Background: an optimization exercise with open tools, aiming at small area. Do not read the settings as production practice.
In this exercise RTL edits were held to simulation tests only and were not proved equivalent to the original.
Power figures rest on the tool's default switching activity, not on a simulated workload.

## flow/design.v

```verilog
`timescale 1ns / 1ns
module Bin2BCD(Ring, Step, Next);
   input [11:0] Ring;
   input [3:0] Step;
   output [11:0] Next;
   function [3:0] fix;
      input [3:0] d;
      begin
         fix[3] = d[3] | (d[2] & d[1]) | (d[2] & d[0]);
         fix[2] = (d[3] & d[0]) | (d[2] & ~d[1] & ~d[0]);
         fix[1] = (d[3] & ~d[0]) | (~d[2] & d[1]) | (d[1] & d[0]);
         fix[0] = (d[3] & ~d[0]) | (~d[3] & ~d[2] & d[0]) | (d[2] & d[1] & ~d[0]);
      end
   endfunction
   wire [3:0] Ones = {Ring[1:0], Ring[11:10]};
   wire [3:0] Tens = Ring[5:2];
   wire [3:0] FixOnes = (Step >= 4'd3) ? fix(Ones) : Ones;
   wire [3:0] FixTens = (Step >= 4'd7) ? fix(Tens) : Tens;
   wire [3:0] FixHund = fix({1'b0, Ring[8:6]});
   wire [2:0] Hund = (Step == 4'd10) ? FixHund[2:0] : Ring[8:6];
   wire [11:0] Fixed = {FixOnes[1:0], Ring[9], Hund, FixTens, FixOnes[3:2]};
   assign Next = {Fixed[10:0], Fixed[11]};
endmodule
`timescale 1ns / 1ns
module LcdInterface(Rst, Clk, Go, DispType, DispTime, LCD_Data, LCD_E, LCD_RS, LCD_RW);
   input Clk, Rst;
   input Go;
   input [2:0] DispType;
   input [9:0] DispTime;
   output reg [11:8] LCD_Data;
   output reg LCD_E, LCD_RS;
   output LCD_RW;
   assign LCD_RW = 1'b0;
   reg [4:0] Slot;
   reg [3:0] Phase;
   reg [2:0] LineType;
   reg [11:0] Digits;
   always @(posedge Clk) begin
      if (Rst) begin
         Slot <= 5'd9;
         Phase <= 4'd1;
      end
      else if (Slot == 5'd0) begin
         if (Go) Slot <= 5'd15;
      end
      else if (Phase == 4'd11) begin
         Phase <= 4'd0;
         Slot <= Slot + 5'd1;
      end
      else
         Phase <= Phase + 4'd1;
   end
   wire Load = (Slot == 5'd15) && (Phase == 4'd0);
   wire Step = (Slot == 5'd15) && (Phase != 4'd0) && (Phase != 4'd11);
   wire [11:0] NextDigits;
   Bin2BCD Bin2BCD_0 (Digits, Phase, NextDigits);
   always @(posedge Clk)
      if (Load) begin
         LineType <= DispType;
         Digits <= {2'b00, DispTime};
      end
      else if (Step)
         Digits <= NextDigits;
   wire [11:0] BCD = {Digits[9:0], Digits[11:10]};
   localparam [127:0] InitString = "Reaction Timer  ",
                      CheatString = "No Cheating!    ",
                      SlowString = "Too Slow!       ",
                      WaitString = "Wait for LEDs...",
                      ReactionString = "0.000 s         ";
   wire [3:0] Idx = ~Slot[3:0];    
   reg [7:0] Char;
   always @(*) begin
      case (LineType)
         3'd0: Char = InitString[{Idx, 3'b000} +: 8];
         3'd1: Char = CheatString[{Idx, 3'b000} +: 8];
         3'd2: Char = SlowString[{Idx, 3'b000} +: 8];
         3'd3: Char = WaitString[{Idx, 3'b000} +: 8];
         default: begin
            Char = ReactionString[{Idx, 3'b000} +: 8];
            if (Slot[3:0] == 4'd2) Char[3:0] = BCD[11:8];
            if (Slot[3:0] == 4'd3) Char[3:0] = BCD[7:4];
            if (Slot[3:0] == 4'd4) Char[3:0] = BCD[3:0];
         end
      endcase
   end
   always @(*) begin
      LCD_Data = 4'h0;
      LCD_E = 1'b0;
      LCD_RS = 1'b0;
      if (Slot[4]) begin
         LCD_RS = (Phase >= 4'd3 && Phase <= 4'd6);
         if (Phase == 4'd3) begin LCD_E = 1'b1; LCD_Data = Char[7:4]; end
         if (Phase == 4'd5) begin LCD_E = 1'b1; LCD_Data = Char[3:0]; end
      end
      else if (Slot == 5'd15) begin
         if (Phase == 4'd3) begin LCD_E = 1'b1; LCD_Data = 4'h8; end
         if (Phase == 4'd5) LCD_E = 1'b1;
      end
      else if (Slot != 5'd0) begin
         case ({Slot[2:0], Phase})
            {3'd1, 4'd3}: begin LCD_Data = 4'h3; end
            {3'd1, 4'd4}: begin LCD_E = 1'b1; LCD_Data = 4'h3; end
            {3'd1, 4'd5}: begin LCD_Data = 4'h3; end
            {3'd1, 4'd6}: begin LCD_E = 1'b1; LCD_Data = 4'h3; end
            {3'd1, 4'd7}: begin LCD_Data = 4'h3; end
            {3'd1, 4'd8}: begin LCD_E = 1'b1; LCD_Data = 4'h3; end
            {3'd1, 4'd9}: begin LCD_Data = 4'h3; end
            {3'd1, 4'd10}: begin LCD_Data = 4'h2; end
            {3'd1, 4'd11}: begin LCD_E = 1'b1; LCD_Data = 4'h2; end
            {3'd2, 4'd0}: begin LCD_Data = 4'h2; end
            {3'd2, 4'd1}: begin LCD_E = 1'b1; LCD_Data = 4'h2; end
            {3'd2, 4'd3}: begin LCD_E = 1'b1; LCD_Data = 4'h8; end
            {3'd2, 4'd5}: begin LCD_E = 1'b1; end
            {3'd2, 4'd7}: begin LCD_E = 1'b1; LCD_Data = 4'h6; end
            {3'd2, 4'd9}: begin LCD_E = 1'b1; end
            {3'd2, 4'd11}: begin LCD_E = 1'b1; LCD_Data = 4'hc; end
            {3'd3, 4'd1}: begin LCD_E = 1'b1; end
            {3'd3, 4'd3}: begin LCD_E = 1'b1; LCD_Data = 4'h1; end
            default: ;
         endcase
      end
   end
endmodule
`timescale 1ns / 1ns
module LCDDisplay(Clk, Rst, Cheat, Slow, Wait, ReactionTime, LCDUpdate, LCDAck, LCD_Data, LCD_E, LCD_RS, LCD_RW);
   input Clk, Rst;
   input Cheat, Slow, Wait;
   input [9:0] ReactionTime;
   input LCDUpdate;
   output reg LCDAck;
   output [11:8] LCD_Data;
   output LCD_E, LCD_RS, LCD_RW;
   localparam T_Init = 3'd0, T_Cheat = 3'd1, T_Slow = 3'd2, T_Wait = 3'd3, T_Reaction = 3'd4;
   localparam S_Wait = 3'd0,
              S_Cheat = 3'd1,
              S_Slow = 3'd2,
              S_WaitString = 3'd3,
              S_Reaction = 3'd4,
              S_LCDAck = 3'd5,
              S_Init = 3'd6;
   reg [2:0] State;
   reg [2:0] DispType;
   reg [9:0] DispTime;
   wire GO = (State == S_LCDAck) | LCDAck;
   LcdInterface LcdInterface_0 (Rst, Clk, GO, DispType, DispTime, LCD_Data, LCD_E, LCD_RS, LCD_RW);
   always @(posedge Clk) begin
      if (Rst) begin
         State <= S_Init;
         LCDAck <= 0;
         DispType <= T_Init;
      end
      else begin
         LCDAck <= (State == S_LCDAck);
         case (State)
            S_Wait: begin
               if (LCDUpdate) begin
                  if (Cheat) State <= S_Cheat;
                  else if (Slow) State <= S_Slow;
                  else if (Wait) State <= S_WaitString;
                  else State <= S_Reaction;
               end
            end
            S_Cheat, S_Slow, S_WaitString, S_Reaction: begin
               DispType <= State;
               State <= S_LCDAck;
            end
            S_LCDAck: begin
               if (!LCDUpdate) State <= S_Wait;
            end
            default: State <= S_Wait;
         endcase
      end
   end
   always @(posedge Clk)
      if (State == S_Reaction) DispTime <= ReactionTime;
endmodule
```

## flow/flow/run.sh

```bash
#!/bin/bash
# Layout flow: the standard ORFS flow (standard.sh), with three changes
# that only affect how the logic is mapped to cells:
#  - synthesis maps the logic with an area-oriented ABC script (abc_area.script
#    here) instead of ORFS's delay-oriented one with up-sizing;
#  - Yosys's full/half-adder extraction is skipped (ADDER_MAP_FILE empty), so
#    ABC sees the counters as plain logic;
#  - the port buffers are the smallest buffer, sky130_fd_sc_hd__buf_1.
# Everything else (synthesis script, floorplan, power grid, tap cells,
# placement, CTS, routing) is ORFS's, run through standard.sh.
set -euo pipefail
W=$PWD
rm -rf "$W/scripts"
cp -r "$FLOW_HOME/scripts" "$W/scripts"
cp "$W/flow/abc_area.script" "$W/scripts/abc_area.script"
bash standard.sh SCRIPTS_DIR="$W/scripts" ABC_AREA=1 ADDER_MAP_FILE= \
  "BUFFER_PORTS_ARGS=-buffer_cell sky130_fd_sc_hd__buf_1" finish > "$W/flow.log" 2>&1
```

## flow/flow/abc_area.script

```
strash
dc2
dch -f
map -a
topo
```

## flow/standard.sh

```bash
#!/bin/bash
# synth_recipe.tcl (not shown) runs the flow's synth.tcl, then flattens the netlist and writes it again
# the make line also repeats each setting of config.mk as NAME=value (left out here)
make -C /OpenROAD-flow-scripts/flow DESIGN_CONFIG=/design/flow/config.mk WORK_HOME=/design/flow/orfs CLKGATE_MAP_FILE= SYNTH_SCRIPT=/design/flow/synth_recipe.tcl "${@:-finish}"
```

## flow/config.mk

```make
export PLATFORM = sky130hd
export DESIGN_NAME = LCDDisplay
export DESIGN_NICKNAME = LCDDisplay
export VERILOG_FILES = /design/flow/design.v
export SDC_FILE = /design/flow/constraint.sdc
export NUM_CORES = 4
export LEC_CHECK = 0
export CAP_MARGIN = 20
export CORE_MARGIN = 2
export CORE_UTILIZATION = 40
export SLEW_MARGIN = 20
```

## flow/constraint.sdc

```tcl
create_clock -name core_clock -period 10.0 [get_ports {Clk}]
set_input_delay 2.0000 -clock core_clock [delete_from_list [all_inputs] [get_ports {Clk}]]
set_output_delay 2.0000 -clock core_clock [all_outputs]
set_load 0.01 [all_outputs]
```

==> results of run 1 <==
[stage by stage]
step	hold WS [ns]	instance area, um2	cells	total power [mW]
2_1_floorplan	0.402	2520	358	0.226
3_5_place_dp	0.454	2700	455	0.240
6_report	0.465	2810	463	0.370
3_3_place_gp	0.461	2700	455	0.241
4_1_cts	0.475	2810	463	0.372
5_1_grt	0.495	2810	463	0.386
[where the power goes]
| part | leakage (nW) | switching (mW) | internal, mW |
|---|---|---|---|
| sequential | 0.360 | 0.00572 | 0.188 |
| combinational | 0.525 | 0.0306 | 0.0131 |
| clock | 0.0518 | 0.0598 | 0.0735 |
| total | 0.936 | 0.0961 | 0.274 |
[flip-flops by register name, indices dropped and copies added (netlist names), named ones only]
register                 flops
DispType                     3
LcdInterface_0.Slot          5
LCDAck                       1
LcdInterface_0.Phase         4
State                        3
DispTime                    10
LcdInterface_0.LineType      3
LcdInterface_0.Digits       10
[final timing paths]
path | from | to | slack (ns) | cells past startpoint
max | LcdInterface_0.Slot[2]$_SDFFE_PP0P_ | LCD_Data[9] | 4.96 | 11
min | DispType[2]$_SDFFE_PP0P_ | LcdInterface_0.LineType[2]$_DFFE_PP_ | 0.46 | 0
max reg2reg | LcdInterface_0.Slot[0]$_SDFFE_PP1P_ | LcdInterface_0.Digits[10]$_SDFFE_PP0P_ | 6.62 | 11
min reg2reg | DispType[2]$_SDFFE_PP0P_ | LcdInterface_0.LineType[2]$_DFFE_PP_ | 0.46 | 0
[cell usage in the layout, fill, tap and decap left out]
cell        count
nor4_1          2
conb_1          1
bufinv_16       1
clkinv_1       58
nor3_1         10
edfxtp_1       23
buf_1          22
o311ai_0        1
o31ai_1         2
a22oi_1         4
o41ai_1         1
o2111ai_1       2
o211ai_1        6
o221ai_1        1
a221o_2         1
nand4_1         3
clkinvlp_4      1
dfxtp_1        18
a2111oi_0       1
a21oi_1        25
o22a_2          1
o22ai_1         4
nor2_1         77
nand3_1        10
o21ai_0        44
a211oi_1        4
a32oi_1         1
a221oi_1        2
buf_4           1
or2_2           2
nand2_1        45
a31oi_1         9
clkbuf_8        5
[layout make-up]
type | instances | area (um2)
Inverter | 57 | 214
Fill cell | 627 | 3210
Clock buffer | 5 | 68.8
Clock inverter | 3 | 41.3
Sequential cell | 41 | 1050
Tap cell | 75 | 93.8
Timing Repair Buffer | 23 | 90.1
Multi-Input combinational cell | 259 | 1250
[routing by layer]
layer / vias to the layer above / global-route usage (%) / share of wire [%]
li1: 1316 / - / -
met1: 1156 / 27.8 / 45
met5: - / 0 / 0
met4: 0 / 8.36 / 3.4
met2: 135 / 34.2 / 45
met3: 36 / 3.56 / 6.8
[cell families after synthesis]
| group | after synthesis | share of synthesized area (%) |
|---|---|---|
| AO/OA/AOI/OAI | 109 | 25.6 |
| flip-flops | 41 | 41.6 |
| buffers and inverters | 58 | 8.77 |
| other | 1 | 0.149 |
| AND/OR/NAND/NOR | 149 | 23.8 |
[cell usage after synthesis (all sizes together)]
library cell | count | share of area (%)
clkinv | 57 | 8.5
o41ai | 1 | 0.35
nor2 | 77 | 11
buf | 1 | 0.30
or2 | 2 | 0.50
o22ai | 4 | 0.99
o221ai | 1 | 0.35
o31ai | 2 | 0.59
nand2 | 45 | 6.7
a32oi | 1 | 0.35
nor4 | 2 | 0.50
a221o | 1 | 0.45
o22a | 1 | 0.40
a22oi | 4 | 1.2
nand4 | 3 | 0.74
o21ai | 44 | 8.7
a31oi | 9 | 2.2
a2111oi | 1 | 0.35
dfxtp | 18 | 14
o211ai | 6 | 1.8
a21oi | 25 | 5.0
o311ai | 1 | 0.35
a221oi | 2 | 0.69
edfxtp | 23 | 27
o2111ai | 2 | 0.69
conb | 1 | 0.15
nor3 | 10 | 2.0
a211oi | 4 | 1.2
nand3 | 10 | 2.0
==> run summary, run 1 <==
status complete, no violations; Post-Syn Instances about 360; DR pass1 iterations 9; HPWL after DPL around 5.4 mm; RSZ-0062 raised after global routing false; Peak supply drop 0.0000906 V; WL/cell 15.4 um; critical-path maximum fanout 12; CTS H-Tree Depth 2; vias in the first global route 2530; share of layout cells above drive strength 1 between 3 and 4%; WP data required 8.00 ns; # Post-CTS Setup Buffers 0; Syn. warnings 3; Die Wd 83.5 um; Unique masters post-synth 29; PwrDens 132 nW/um2; Critical Path Slowest Stage Cell dfxtp_1; nets 403; Final TNS setup 0 ns; total clock sinks 41; Worst Setup End Kind output pin; final hold violation count 0; Die Y 83.5 um; final setup fails 0; post-route antenna net violation count 0; global-route wire length before repair around 12 mm; # DRC 0; WL final 7.14 mm; CTS root buffer clkbuf_8; CP Class reg -> out; core area 6030 um2; Area Growth Syn to Fin 11.3%; Max Cap Violations 0; post-synthesis sequential area ratio 41.6%; die area between 6000 and 7000 um2; Pleak around 0.94 nW; worst slack at placement 5.37 ns; clock latency (worst-skew pair) 0.30 ns; post-synthesis net count 374; Post-CTS Resized 0; GPL Wtd Cong between 1 and 1.5; fin worst setup slack approximately 5.0 ns; CP Launch Type register; period utilization 50.4%; synthesized area per cell just over 7 um2; CP arrival roughly 3 ns; CTS clk-pin slew, worst paths 0.08 ns; IO Pins 24; global route total overflow 0; cell mode on critical path clkinv_1; WP buf/inv 4; Slew headroom 44.1%; drt via density 5.71; Port Buffers 22; Initial Utilization 41.9%; largest net degree at the start of global routing 21; hold buffer count at cts 0; Bufs on Longest Clock Path 2; Critical Path Max Stage Delay 0.60 ns; Fin Clk Skew 0.00403 ns; Overall Global Routing Usage between 20% and 30%; delay-heaviest family, CP buffers and inverters; Hold Crit Class reg -> reg; min Tclk post-route 5.04 ns; via count 2643; Fmax 0.198 GHz; CTS tree done; Iter 0 DRT Violations 243; final core occ 46.7%; CP cell instances clkinv_1 -> nor2_1 -> clkinv_1 -> nor2_1 -> clkinv_1 -> o21ai_0 -> o22ai_1 -> nand2_1 -> o2111ai_1 -> a221o_2 -> buf_1; max-slew violations 0; Yosys reg bits 41; Inserted Clock Buffers 5; FP Rows 28; Synth Cell Area 2520 um2; initial antenna violation count 0; Antenna diodes 0; Slew @ Worst Pin 0.836 ns
==> run 2, diff against run 1 <==
--- a/flow/flow/run.sh
+++ b/flow/flow/run.sh
@@ -14,4 +14,5 @@
 cp -r "$FLOW_HOME/scripts" "$W/scripts"
 cp "$W/flow/abc_area.script" "$W/scripts/abc_area.script"
 bash standard.sh SCRIPTS_DIR="$W/scripts" ABC_AREA=1 ADDER_MAP_FILE= \
-  "BUFFER_PORTS_ARGS=-buffer_cell sky130_fd_sc_hd__buf_1" finish > "$W/flow.log" 2>&1
+  "BUFFER_PORTS_ARGS=-buffer_cell sky130_fd_sc_hd__buf_1" \
+  "CTS_ARGS=-sink_clustering_enable -repair_clock_nets -dont_use_dummy_load -buf_list sky130_fd_sc_hd__clkbuf_8 -sink_clustering_size 50 -sink_clustering_max_diameter 500" finish > "$W/flow.log" 2>&1
==> run 2 against run 1 <==
Still clean; total power fell by 9.6%; combinational power barely moved; sequential power barely moved; flip-flop and latch count did not move; critical path type unchanged; largest cell class unchanged; largest power group unchanged.
==> run summary, run 2 <==
multi-input logic area 1250 um2 (unchanged); vias in the first global route 2529 (-0.040%); Post-Syn Instances 358 (unchanged); global route total overflow 0 (unchanged); Fin Clk Skew 0.0130 ns (+0.00894 ns); Synth async-reset ratio 0% (unchanged); Pwr Total 0.335 mW (-9.6%); final setup fails 0 (unchanged); cell mode on critical path clkinv_1; Post-synth EDFFs 23 (unchanged); Antenna diodes 0 (unchanged); fin worst setup slack 4.95 ns (-0.000990 ns); Hold Crit Class reg -> reg; Critical Path Max Stage Delay 0.61 ns (about the same); post-synth top area cell edfxtp_1; critical-path maximum fanout 12 (unchanged); Syn. warnings 3 (unchanged); CTS clk-pin slew, worst paths 0.07 ns (about the same); # Post-CTS Setup Buffers 0 (unchanged); Max Cap Violations 0 (unchanged); CTS H-Tree Depth 2 (unchanged); WP data required 8.00 ns (about the same); clock latency (worst-skew pair) 0.30 ns (about the same); most frequent cells after synthesis 77 x nor2_1, 57 x clkinv_1, 45 x nand2_1; most common cell after layout, fill and taps aside nor2_1; DR pass1 iterations 7 (-2); WL final 7.09 mm (-0.77%); Slew headroom 45.3% (+1.2 points); # DRC 0 (unchanged); period utilization 50.5% (about the same); min Tclk post-route 5.05 ns (+0.000990 ns); Area after DPL 2700 um2 (unchanged); drt via density 5.74 (+0.61%); Critical Path Start LcdInterface_0.Slot[2]$_SDFFE_PP0P_; GPL Wtd Cong 1.04 (unchanged); hold buffer count at cts 0 (unchanged); CP cell instances clkinv_1 -> nor2_1 -> clkinv_1 -> nor2_1 -> clkinv_1 -> o21ai_0 -> o22ai_1 -> nand2_1 -> o2111ai_1 -> a221o_2 -> buf_1; max-slew violations 0 (unchanged); Initial Utilization 41.9% (unchanged); top cells by area, synth edfxtp_1 27%, dfxtp_1 14%, nor2_1 11%; hold wc startpoint DispType[2]$_SDFFE_PP0P_; Inserted Clock Buffers 5 (unchanged); dominant synthesized flop cell edfxtp_1; Bufs on Longest Clock Path 2 (unchanged); die area 6960 um2 (unchanged); IO Pins 24 (unchanged); Pleak 0.920 nW (-1.7%); design area 2770 um2 (-1.5%); Peak supply drop 0.0000904 V (-0.22%); share of layout cells above drive strength 1 2.60% (-0.50 points); Top Registers DispTime: 10 flops, LcdInterface_0.Digits: 10 flops, LcdInterface_0.Slot: 5 flops; final hold violation count 0 (unchanged); Critical Path Slowest Stage Cell dfxtp_1; Die Y 83.5 um (unchanged); worst slack at placement 5.37 ns (unchanged); core area 6030 um2 (unchanged); WP buf/inv 4 (unchanged); final core occ 46.0% (-0.69 points); Slew @ Worst Pin 0.818 ns (-0.0179 ns); Unique masters post-synth 29 (unchanged); initial antenna violation count 0 (unchanged); Overall Global Routing Usage 20.9% (-0.042 points); Port Buffers 22 (unchanged); CP Class reg -> out; RR Startpoint LcdInterface_0.Slot[0]$_SDFFE_PP1P_; Final TNS setup 0 ns (unchanged); Area Growth Syn to Fin 9.71%; Fmax 0.198 GHz (about the same); synthesized area per cell 7.05 um2 (unchanged); nets 403 (unchanged); CTS root buffer clkbuf_8; Synth Cell Area 2520 um2 (unchanged); post-synthesis sequential area ratio 41.6% (unchanged); most frequent cells in the layout 77 x nor2_1, 57 x clkinv_1, 45 x nand2_1; largest net degree at the start of global routing 21 (unchanged); Die Wd 83.5 um (unchanged); WL/cell 15.4 um (-0.12%); share of the synthesized area in the top cell type 27.4% (unchanged); Yosys reg bits 41 (unchanged); CTS tree done; post-route antenna net violation count 0 (unchanged); FILL cells 629 (+0.32%); via count 2642 (-0.038%); PwrDens 121 nW/um2 (-8.3%); CP arrival 3.05 ns (about the same); HPWL after DPL 5.45 mm (unchanged); status complete, no violations; Post-CTS Resized 0 (unchanged); CP Launch Type register; RSZ-0062 raised after global routing false; delay-heaviest family, CP buffers and inverters; post-synthesis net count 374 (unchanged); FP Rows 28 (unchanged); global-route wire length before repair 11.9 mm (-0.23%); total clock sinks 41 (unchanged); Iter 0 DRT Violations 276 (+14%); most instantiated library cell after synthesis nor2_1; Worst Setup End Kind output pin; Register Area 1050 um2 (unchanged)
run 2: cells by family after synthesis:
kind of cell    after synthesis  share of synthesized area (%)
simple gates                149                           23.8
compound gates              109                           25.6
buf+inv                      58                           8.77
flops                        41                           41.6
other cells                   1                          0.149
run 2: per-layer routing:
layer  track usage [%]  vias up  share of wire [%]  wire, um
met4              8.36        0                3.2       226
met5                 0        -                  0         0
li1                  -     1318                  -         -
met3              3.56       33                6.6       465
met2              34.0      135                 44      3150
met1              27.8     1156                 46      3250
run 2: worst paths after layout:
| check | end | slack [ns] | cells after the start |
|---|---|---|---|
| setup / recovery | LCD_Data[9] | 4.95 | 11 |
| hold / removal | LcdInterface_0.LineType[2]$_DFFE_PP_ | 0.47 | 0 |
| setup reg to reg | LcdInterface_0.Digits[11]$_SDFFE_PP0P_ | 6.61 | 10 |
| hold reg to reg | LcdInterface_0.LineType[2]$_DFFE_PP_ | 0.47 | 0 |
run 2: per-stage QoR:
step                      hold WS, ns  cells
final                           0.471    460
after global routing            0.501    460
after CTS                       0.484    460
after detailed placement        0.454    455
after global placement          0.461    455
after floorplan                 0.402    358
run 2: area by class of cell:
cell class / instances / area share, %
multi-input combinational: 259 / 45.2
timing repair buffer: 23 / 3.25
inverter: 57 / 7.72
clock buffer: 5 / 2.48
sequential: 41 / 37.9
tap: 75 / 3.39
run 2: worst reg2reg max path: stages, from the launching register on:
cell	delay, ns
dfxtp_1	0.49
clkinv_1	0.25
nor2_1	0.38
clkinv_1	0.29
nor2_1	0.16
clkinv_1	0.10
nor2_1	0.26
nand2_1	0.12
nor2_1	0.64
nand2_1	0.25
a221oi_1	0.36
run 2: report_power, final:
| group | internal [mW] | switching, mW | total (mW) |
|---|---|---|---|
| Combinational | 0.0131 | 0.0307 | 0.0438 |
| Sequential | 0.188 | 0.00575 | 0.193 |
| Clock | 0.0450 | 0.0524 | 0.0974 |
| Total | 0.246 | 0.0889 | 0.335 |
==> run 3, diff against run 2 <==
--- a/flow/flow/run.sh
+++ b/flow/flow/run.sh
@@ -15,4 +15,4 @@
 cp "$W/flow/abc_area.script" "$W/scripts/abc_area.script"
 bash standard.sh SCRIPTS_DIR="$W/scripts" ABC_AREA=1 ADDER_MAP_FILE= \
   "BUFFER_PORTS_ARGS=-buffer_cell sky130_fd_sc_hd__buf_1" \
-  "CTS_ARGS=-sink_clustering_enable -repair_clock_nets -dont_use_dummy_load -buf_list sky130_fd_sc_hd__clkbuf_8 -sink_clustering_size 50 -sink_clustering_max_diameter 500" finish > "$W/flow.log" 2>&1
+  "CTS_ARGS=-sink_clustering_enable -repair_clock_nets -dont_use_dummy_load -buf_list sky130_fd_sc_hd__clkbuf_4" finish > "$W/flow.log" 2>&1
==> run 3 against run 2 <==
Area after synthesis unchanged; sequential share of layout area up 0.43 points; global-route usage down 0.10 points; largest power group unchanged; clock power down 26%; maximum frequency down 0.73%; critical path type unchanged; flip-flop and latch count unchanged; clock skew up 0.0074 ns; die area unchanged; critical path depth unchanged; via count up 0.11%; register-to-register slack better by 0.02 ns.
==> run summary, run 3 <==
status complete, no violations; die area 6960 um2 (unchanged); largest net degree at the start of global routing 21 (unchanged); Synth async-reset ratio 0% (unchanged); Hold Crit Class reg -> reg; Iter 0 DRT Violations 252 (-8.7%); dpl cells 455 (unchanged); FP Rows 28 (unchanged); Yosys reg bits 41 (unchanged); GPL Wtd Cong 1.04 (unchanged); IO Pins 24 (unchanged); drt via density 5.75 (+0.11%); period utilization 50.8% (+0.37 points); Post-Syn Instances 358 (unchanged); most common cell after layout, fill and taps aside nor2_1; final setup fails 0 (unchanged); post-synth top area cell edfxtp_1; WP data required 8.00 ns (about the same); final core occ 45.5% (-0.52 points); Inserted Clock Buffers 5 (unchanged); Max Cap Violations 0 (unchanged); critical-path maximum fanout 12 (unchanged); Post-CTS Resized 0 (unchanged); PwrDens 113 nW/um2 (-6.6%); post-route antenna net violation count 0 (unchanged); top cells by area, synth edfxtp_1 27%, dfxtp_1 14%, nor2_1 11%; CTS clk-pin slew, worst paths 0.11 ns (+0.04 ns); Fin Clk Skew 0.0204 ns (+0.00742 ns); min Tclk post-route 5.08 ns (+0.0369 ns); WHS Path Cells 0 (unchanged); nets 403 (unchanged); Syn. warnings 3 (unchanged); WHS Endpoint LcdInterface_0.LineType[2]$_DFFE_PP_; CTS H-Tree Depth 2 (unchanged); Initial Utilization 41.9% (unchanged); non-filler cells, final 460 (unchanged); core area 6030 um2 (unchanged); global-route wire length before repair 11.9 mm (about the same); Pleak 0.907 nW (-1.4%); CTS root buffer clkbuf_4; Unique masters post-synth 29 (unchanged); RR Startpoint LcdInterface_0.Slot[0]$_SDFFE_PP1P_; Antenna diodes 0 (unchanged); hold wc startpoint DispType[2]$_SDFFE_PP0P_; setup slack, reg-to-reg 6.63 ns (+0.02 ns); design area 2740 um2 (-1.1%); Critical Path Start LcdInterface_0.Slot[2]$_SDFFE_PP0P_; Final TNS setup 0 ns (unchanged); dominant synthesized flop cell edfxtp_1; Die Wd 83.5 um (unchanged); Overall Global Routing Usage 20.8% (-0.10 points); CP arrival 3.08 ns (+0.03 ns); # Post-CTS Setup Buffers 0 (unchanged); post-synthesis sequential area ratio 41.6% (unchanged); via count 2645 (+0.11%); DR pass1 iterations 6 (-1); Area after DPL 2700 um2 (unchanged); clock latency (worst-skew pair) 0.34 ns (+0.04 ns); WL final 7.08 mm (-0.14%); Port Buffers 22 (unchanged); max-slew violations 0 (unchanged); Reg2Reg Capture Point LcdInterface_0.Digits[11]$_SDFFE_PP0P_; path depth of the worst reg2reg path 10 (unchanged); HPWL after DPL 5.45 mm (unchanged); Pwr Total 0.309 mW (-7.7%); Hold Slack 0.488 ns (+0.0162 ns); Slew @ Worst Pin 0.816 ns (-0.00258 ns); Peak supply drop 0.0000855 V (-5.3%); RSZ-0062 raised after global routing false; Die Y 83.5 um (unchanged); worst slack at placement 5.37 ns (unchanged); Synth Cell Area 2520 um2 (unchanged); most frequent cells after synthesis 77 x nor2_1, 57 x clkinv_1, 45 x nand2_1; post-synthesis net count 374 (unchanged); hold buffer count at cts 0 (unchanged); CP Launch Type register; CTS tree done; Post-synth EDFFs 23 (unchanged); Worst Setup End Kind output pin; total clock sinks 41 (unchanged); synthesized area per cell 7.05 um2 (unchanged); initial antenna violation count 0 (unchanged); vias in the first global route 2528 (-0.040%); final hold violation count 0 (unchanged); share of the synthesized area in the top cell type 27.4% (unchanged); Slew headroom 45.4% (+0.17 points); # DRC 0 (unchanged); Bufs on Longest Clock Path 2 (unchanged); global route total overflow 0 (unchanged); Top Registers DispTime: 10 flops, LcdInterface_0.Digits: 10 flops, LcdInterface_0.Slot: 5 flops; most frequent cells in the layout 77 x nor2_1, 57 x clkinv_1, 45 x nand2_1; most instantiated library cell after synthesis nor2_1; CP Class reg -> out; WL/cell 15.4 um (-0.14%); share of layout cells above drive strength 1 2.60% (unchanged); fin worst setup slack 4.92 ns (-0.0369 ns); Fmax 0.197 GHz (-0.73%); Area Growth Syn to Fin 8.47%
## run 3: metal layers
metal / track usage [%] / routed length (um) / vias to the layer above / share of wire [%]
li1: - / - / 1320 / -
met1: 27.8 / 3180 / 1154 / 45
met2: 34.1 / 3200 / 138 / 45
met3: 3.56 / 502 / 33 / 7.1
met4: 7.48 / 192 / 0 / 2.7
met5: 0 / 0 / - / 0
## run 3: cells by family (layout without fill, tap and decap cells)
kind of cell           after synthesis  after routing  share of synthesized area, %
AO/OA/AOI/OAI                      109            109                          25.6
buffers and inverters               58             85                          8.77
flip-flops                          41             41                          41.6
other                                1              1                         0.149
AND/OR/NAND/NOR                    149            149                          23.8
## run 3: worst max-delay path by stage
| stage | to | slack [ns] |
|---|---|---|
| finish | LCD_Data[9] | 4.92 |
| global placement | LCD_Data[9] | 5.24 |
| floorplan | LCD_Data[9] | 6.03 |
| global route | LCD_Data[9] | 4.67 |
| detailed placement | LCD_Data[9] | 5.37 |
| CTS | LCD_Data[9] | 4.99 |
## run 3: cell type report
class / instances / area (um2)
Timing Repair Buffer: 23 / 90.1
Fill cell: 631 / 3290
Sequential cell: 41 / 1050
Clock buffer: 5 / 37.5
Tap cell: 75 / 93.8
Inverter: 57 / 214
Multi-Input combinational cell: 259 / 1250
## run 3: power by group
group	switching [mW]	internal (mW)	total (mW)	leakage, nW
sequential	0.00574	0.188	0.193	0.360
clock	0.0484	0.0236	0.0719	0.0230
combinational	0.0306	0.0131	0.0437	0.525
total	0.0847	0.224	0.309	0.907
## run 3: worst max-delay path, cell delays in order (launching register included)
cell,delay (ns)
dfxtp_1,0.62
clkinv_1,0.43
nor2_1,0.35
clkinv_1,0.13
nor2_1,0.21
clkinv_1,0.15
o21ai_0,0.10
o22ai_1,0.09
nand2_1,0.08
o2111ai_1,0.14
a221o_2,0.35
buf_1,0.13
==> run 4, diff against run 3 <==
==> flow/run.sh (new file) <==
#!/bin/bash
# synth_recipe.tcl (not shown) runs the flow's synth.tcl, then flattens the netlist and writes it again
# the make line also repeats each setting of config.mk as NAME=value (left out here)
make -C /OpenROAD-flow-scripts/flow DESIGN_CONFIG=/design/flow/config.mk WORK_HOME=/design/flow/orfs CLKGATE_MAP_FILE= SYNTH_SCRIPT=/design/flow/synth_recipe.tcl finish
--- a/flow/config.mk
+++ b/flow/config.mk
@@ -5,6 +5,7 @@
 export SDC_FILE = /design/flow/constraint.sdc
 export NUM_CORES = 4
 export LEC_CHECK = 0
+export ABC_AREA = 1
 export CAP_MARGIN = 20
 export CORE_MARGIN = 2
 export CORE_UTILIZATION = 40
removed: flow/flow/run.sh
removed: flow/flow/abc_area.script
removed: flow/standard.sh
==> run 4 against run 3 <==
Final cell count rose by 28%; critical path depth did not move; largest cell class unchanged; hold slack got worse by 0.049 ns; final area grew 29%.
==> run summary, run 4 <==
PwrDens 108 nW/um2 (-3.9%); largest net degree at the start of global routing 28 (+33%); Post-synth EDFFs 23 (unchanged); most frequent cells in the layout 136 x nand2_1, 51 x inv_1, 50 x nor2_1; WHS Endpoint LcdInterface_0.LineType[2]$_DFFE_PP_; Worst Setup End Kind output pin; Peak supply drop 0.0000899 V (+5.1%); Iter 0 DRT Violations 180 (-29%); Unique masters post-synth 38 (+31%); setup slack, reg-to-reg 6.88 ns (+0.25 ns); non-filler cells, final 589 (+28%); critical-path maximum fanout 24 (+12); Sw Share 25.8% (-1.6 points); global-route wire length before repair 14.0 mm (+17%); dominant synthesized flop cell edfxtp_1; max-slew violations 0 (unchanged); status complete, no violations; Synth async-reset ratio 0% (unchanged); largest family of logic cells by synthesized area simple AND/OR/NAND/NOR gates; WL/cell 14.5 um (-6.0%); Port Buffers 22 (unchanged); share of the synthesized area in the top cell type 21.8% (-5.5 points); CTS H-Tree Depth 2 (unchanged); CTS root buffer clkbuf_8; Post-Syn Instances 472 (+32%); path depth of the worst reg2reg path 7 (-3); fin worst setup slack 4.94 ns (+0.0264 ns); total clock sinks 41 (unchanged); Die Y 93.0 um (+11%); share of layout cells above drive strength 1 5.13% (+2.5 points); FP Rows 32 (+14%); Critical Path Max Stage Delay 0.90 ns (+0.28 ns); # DRC 0 (unchanged); Syn. warnings 3 (unchanged); Fin Clk Skew 0.00708 ns (-0.0133 ns); RR Startpoint LcdInterface_0.Slot[3]$_SDFFE_PP1P_; Fmax 0.198 GHz (+0.52%); Bufs on Longest Clock Path 2 (unchanged); Slew @ Worst Pin 0.965 ns (+0.150 ns); Pwr Total 0.382 mW (+24%); HPWL after DPL 6.61 mm (+21%); clock latency (worst-skew pair) 0.30 ns (-0.04 ns); Antenna diodes 0 (unchanged); WL final 8.52 mm (+20%); # Post-CTS Setup Buffers 0 (unchanged); synthesized area per cell 6.71 um2 (-4.9%); via count 3132 (+18%); hold wc startpoint DispType[2]$_SDFFE_PP0P_; worst slack at placement 5.31 ns (-0.0628 ns); Max Cap Violations 0 (unchanged); min Tclk post-route 5.06 ns (-0.0264 ns); Critical Path Slowest Stage Cell dfxtp_1; final setup fails 0 (unchanged); vias in the first global route 2942 (+16%); most instantiated library cell after synthesis nand2_1; mux contribution to synthesized area 0% (unchanged); global route total overflow 0 (unchanged); clock power share 35.2% (+12 points); Final TNS setup 0 ns (unchanged); Synth Cell Area 3170 um2 (+25%); Area Growth Syn to Fin 11.3%; CP Launch Type register; Post-Synth Adder-Cell Area 5.93% (+5.9 points); dpl cells 581 (+28%); drt via density 5.32 (-7.5%); post-route antenna net violation count 0 (unchanged); CTS tree done; core area 7690 um2 (+28%); post-synth top area cell edfxtp_1; IO Pins 24 (unchanged); top cells by area, synth edfxtp_1 22%, nand2_1 16%, dfxtp_1 11%; WP data required 8.00 ns (about the same); share of power burned in registers 50.7% (-12 points); switching pwr 0.0988 mW (+17%); compound-gate portion of the synthesized area 15.3% (-10 points); most common cell after layout, fill and taps aside nand2_1; Post-Synth XOR/XNOR Area 0.553% (+0.55 points); DR pass1 iterations 5 (-1); Post-CTS Resized 0 (unchanged); CTS clk-pin slew, worst paths 0.08 ns (-0.03 ns); Initial Utilization 41.2% (-0.72 points); Overall Global Routing Usage 20.6% (-0.25 points); RSZ-0062 raised after global routing false; fraction of the mapped netlist area in simple logic gates 34.7% (+11 points); die area 8640 um2 (+24%); Pleak 1.58 nW (+74%); final hold violation count 0 (unchanged); initial antenna violation count 0 (unchanged); Hold Slack 0.439 ns (-0.0489 ns); Inserted Clock Buffers 5 (unchanged); GPL Wtd Cong 0.981 (-5.5%); Die Wd 93.0 um (+11%); Slew headroom 35.6% (-9.9 points); post-synthesis sequential area ratio 33.2% (-8.4 points); post-synthesis net count 503 (+34%); CP cell instances inv_2 -> nor2_1 -> ha_1 -> nor2_1 -> nand2_1 -> inv_1 -> nand2_1 -> nor2_1 -> a21oi_1 -> nand2_1 -> clkdlybuf4s50_1; most frequent cells after synthesis 136 x nand2_1, 51 x inv_1, 50 x nor2_1; Top Registers DispTime: 10 flops, LcdInterface_0.Digits: 10 flops, LcdInterface_0.Slot: 5 flops; Comb pwr share 14.1% (about the same); CP arrival 3.06 ns (-0.02 ns); Hold Crit Class reg -> reg; Yosys reg bits 41 (unchanged); nets 517 (+28%); hold buffer count at cts 0 (unchanged); period utilization 50.6% (-0.26 points); WHS Path Cells 0 (unchanged); Cell Int Power 0.283 mW (+26%); CP Class reg -> out
-- run 4: changes by cell type after synthesis, sizes merged, moves of 3 or more --
cell / before / now
nand2: 45 / 140
clkinv: 57 / 1
inv: 0 / 56
nand3: 10 / 45
nor2: 77 / 55
ha: 0 / 15
buf: 1 / 14
a31oi: 9 / 3
nor3: 10 / 5
a22oi: 4 / 0
o22ai: 4 / 0
a211oi: 4 / 1
-- run 4: power groups by stage --
stage               logic, mW  registers [mW]  clock network [mW]
global placement       0.0531           0.197                   0
floorplan              0.0364           0.194                   0
CTS                    0.0537           0.194               0.138
global route           0.0609           0.195               0.147
detailed placement     0.0534           0.198                   0
finish                 0.0538           0.194               0.135
-- run 4: logic make-up (layout without fill, tap and decap cells) --
kind of cell / Yosys count / after routing
buf+inv: 72 / 87
flops: 41 / 41
simple gates: 253 / 253
other cells: 1 / 1
compound gates: 88 / 88
xor+xnor: 2 / 2
fa+ha+maj: 15 / 15
-- run 4: per-stage QoR --
step	instance area [um2]	utilization, %
4_1_cts	3520	45.8
6_report	3520	45.8
3_5_place_dp	3410	44.4
3_3_place_gp	3410	44.4
5_1_grt	3520	45.8
2_1_floorplan	3170	-
-- run 4: metal layers --
metal  share of wire [%]  up-vias  global-route usage [%]  wire, um
li1                    -     1585                       -         -
met1                  44     1410                    26.3      3780
met2                  45      106                    33.5      3860
met3                 4.7       31                    2.20       402
met4                 5.6        0                    12.0       478
met5                   0        -                       0         0
-- run 4: area by class of cell --
class                      instances  area [um2]
fill                             812        4160
multi-input combinational        359        1790
sequential                        41        1050
timing repair buffer              22         220
inverter                          57         219
tap                              102         128
clock buffer                       5        68.8
clock inverter                     3        43.8
-- run 4: critical path, delay by kind of cell, from the launching register on --
family          cells  cell delay (ns)
simple gates        6             0.56
flops               1             0.90
compound gates      1             0.12
buf+inv             3             0.91
fa+ha+maj           1             0.27
-- run 4: worst max path at each step --
stage / slack (ns) / cells past startpoint / endpoint / startpoint
after floorplan: 6.34 / 12 / LCD_Data[10] / LcdInterface_0.Slot[0]$_SDFFE_PP1P_
after global placement: 5.28 / 8 / LCD_Data[11] / LcdInterface_0.Slot[3]$_SDFFE_PP1P_
after detailed placement: 5.31 / 11 / LCD_Data[8] / LcdInterface_0.Slot[3]$_SDFFE_PP1P_
after CTS: 4.98 / 11 / LCD_Data[8] / LcdInterface_0.Slot[3]$_SDFFE_PP1P_
after global routing: 4.64 / 11 / LCD_Data[8] / LcdInterface_0.Slot[3]$_SDFFE_PP1P_
final: 4.94 / 11 / LCD_Data[8] / LcdInterface_0.Slot[3]$_SDFFE_PP1P_

-- port drivers added, routing unchanged --
Ports are ideal in the flow. The routed layouts listed here were re-timed in OpenROAD.
Step 1: set_driving_cell puts a clkbuf_16 on Clk and a buf_2 on each other input, an assumption about the parent block.
Step 2, shift: input delay + t, output delay - t, t = (earliest + latest rising clock arrival at the registers) / 2. This alone moves slack from input paths to output paths.
Slacks: no drivers / after step 1 / after step 2; pairs: no drivers / after step 1.
run | t, ns | setup WS [ns] | worst setup path at the end | clock arrival spread, ns | slew at the worst register clock pin (ns)
run 1 | 0.323 | 4.956 / 4.928 / 5.251 | register to output | 0.004 / 0.004 | 0.08 / 0.08
run 2 | 0.318 | 4.955 / 4.927 / 5.245 | register to output | 0.013 / 0.013 | 0.08 / 0.08
run 3 | 0.357 | 4.918 / 4.892 / 5.250 | register to output | 0.020 / 0.021 | 0.12 / 0.12
run 4 | 0.324 | 4.944 / 4.916 / 5.239 | register to output | 0.007 / 0.007 | 0.08 / 0.08
After both steps every run listed still meets setup and hold.
